This is an optimization exercise on Yosys and OpenROAD, whose aim is small area, not a production implementation. The RTL was checked by simulation tests, not by an equivalence proof against the original design.

main:
==> module BPC_DBX_ENC, before the edit <==
module BPC_DBX_ENC
(
    input  wire [62:0]  dbx_i,
    input  wire         dbp_flag_i,
    output wire         zeroflag_o,
    output wire [63:0]  codeword_o,
    output wire         len5_o,      
    output wire         len11_o,     
    output wire         len64_o      
);
    wire [62:0] adj = dbx_i & {1'b0, dbx_i[62:1]};    
    wire        zero = ~(|dbx_i);
    wire        ones = &dbx_i;
    function automatic onehot63(input [62:0] v);
        integer k, l, w;
        reg [63:0] a, m;
        begin
            a = {1'b0, v};
            m = 64'd0;
            w = 64;
            for (l = 0; l < 6; l = l + 1) begin
                w = w / 2;
                for (k = 0; k < 32; k = k + 1)
                    if (k < w) begin
                        m[k] = m[2*k] | m[2*k+1] | (a[2*k] & a[2*k+1]);
                        a[k] = a[2*k] | a[2*k+1];
                    end
            end
            onehot63 = a[0] & ~m[0];
        end
    endfunction
    function automatic [5:0] enc63(input [62:0] v);
        integer k;
        reg [5:0] r;
        begin
            r = 6'd0;
            for (k = 0; k < 63; k = k + 1)
                if (v[k]) r = r | k[5:0];
            enc63 = r;
        end
    endfunction
    wire [62:0] st = dbx_i & ~{dbx_i[61:0], 1'b0};    
    wire one_run = onehot63(st);
    wire single = one_run & ~(|adj);
    wire consec = one_run & (|adj) & ~(|(adj & {1'b0, adj[62:1]}));
    wire [5:0] pos = enc63(st);
    wire raw = ~zero & ~ones & ~dbp_flag_i & ~single & ~consec;
    assign zeroflag_o = zero;
    assign len5_o  = ~zero & (ones | dbp_flag_i);
    assign len11_o = ~zero & ~ones & ~dbp_flag_i & (single | consec);
    assign len64_o = raw;
    assign codeword_o = raw ? {1'b1, dbx_i}
                      : {3'b000, len11_o, len11_o & single | len5_o & ~ones, len11_o ? pos : 6'd0, 53'd0};
endmodule
clock: 14.0 ns
lec_check: 0
abc_area: 1
cap_margin: 20
cell_pad_in_sites_detail_placement: 1
cell_pad_in_sites_global_placement: 2
core_margin: 2
core_utilization: 40
slew_margin: 20
synth_hierarchical: 1
standard.sh (not shown) runs the stock make flow with config.mk's settings and CLKGATE_MAP_FILE= SYNTH_SCRIPT=/design/flow/synth_recipe.tcl, a recipe that flattens the netlist after the stock synthesis.
==> flow/flow/run.sh <==
#!/bin/bash
# The standard layout, with clock tree synthesis clustering up to 24 sinks within
# 90 um per leaf buffer and without dummy loads (the tree is not padded to balance
# load; hold and setup are still repaired by the standard flow).
set -euo pipefail
export CTS_ARGS="-sink_clustering_enable -repair_clock_nets -sink_clustering_size 24 -sink_clustering_max_diameter 90 -dont_use_dummy_load"
bash standard.sh > standard.log 2>&1
main ended with every stage complete and zero timing, DRC or antenna violations.
Input-level comparison between the feature branch and main:
diff --git a/flow/design.v b/flow/design.v
--- a/flow/design.v
+++ b/flow/design.v
@@ -11,5 +11,4 @@
     wire [62:0] adj = dbx_i & {1'b0, dbx_i[62:1]};    
     wire        zero = ~(|dbx_i);
-    wire        ones = &dbx_i;
     function automatic onehot63(input [62:0] v);
         integer k, l, w;
@@ -42,6 +41,8 @@
     wire [62:0] st = dbx_i & ~{dbx_i[61:0], 1'b0};    
     wire one_run = onehot63(st);
-    wire single = one_run & ~(|adj);
-    wire consec = one_run & (|adj) & ~(|(adj & {1'b0, adj[62:1]}));
+    wire ones   = one_run & st[0] & dbx_i[62];
+    wire no_adj = ~(|adj);
+    wire single = one_run & no_adj;
+    wire consec = one_run & ~no_adj & ~(|(adj & {1'b0, adj[62:1]}));
     wire [5:0] pos = enc63(st);
     wire raw = ~zero & ~ones & ~dbp_flag_i & ~single & ~consec;
Findings:
Per the comparison of the feature branch with main, met3 wirelength from detailed routing fell by 5.8%; maximum frequency fell by 2.2%; largest net degree at the start of global routing rose by 18%. Diff the feature branch..main | multiplexer share of the synthesized area | negligible. The cell at the slowest stage of the critical path comes out sky130_fd_sc_hd__o21ai_0 in one run and sky130_fd_sc_hd__dfrtp_2 in the other, namely in the feature branch and main respectively. The final layouts of the feature branch and main pass the timing, DRC and antenna checks. Non-clock buffer count went down by a little under 10% going from main to the feature branch. Via count of the first global-routing pass, the feature branch vs main: down slightly. Diff main -> the feature branch: global-route usage dropped 0.48 points; number of standard cells in the final layout excluding fillers now sits lower; antenna cell count fell 2; multi-input combinational cell area dropped about 0.35%.

[re-timing with driven ports]
The flow's constraints put no driver on any port. The routed layouts listed below were extracted and timed again, unchanged, in two steps. Step 1 sets driving cells, clkbuf_16 on the clock port and buf_2 on the other inputs (assumed; they add their load-dependent delay and slew). Step 2 also shifts input and output timing later by t, the mid clock arrival at the registers, as if the neighbouring blocks saw the same clock. Three values: ideal, step 1, step 2; two values: the first two.
run	t (ns)	setup slack, ns	worst hold slack (ns)	latest minus earliest clock arrival (ns)	worst data-port slew with drivers (ns)
main	0.880	2.111 / 2.111 / 2.111	0.412 / 0.412 / 0.412	0.200 / 0.200	0.06
the feature branch	0.903	1.846 / 1.846 / 1.846	0.395 / 0.395 / 0.395	0.182 / 0.182	0.06
After both steps every run listed still meets setup and hold.
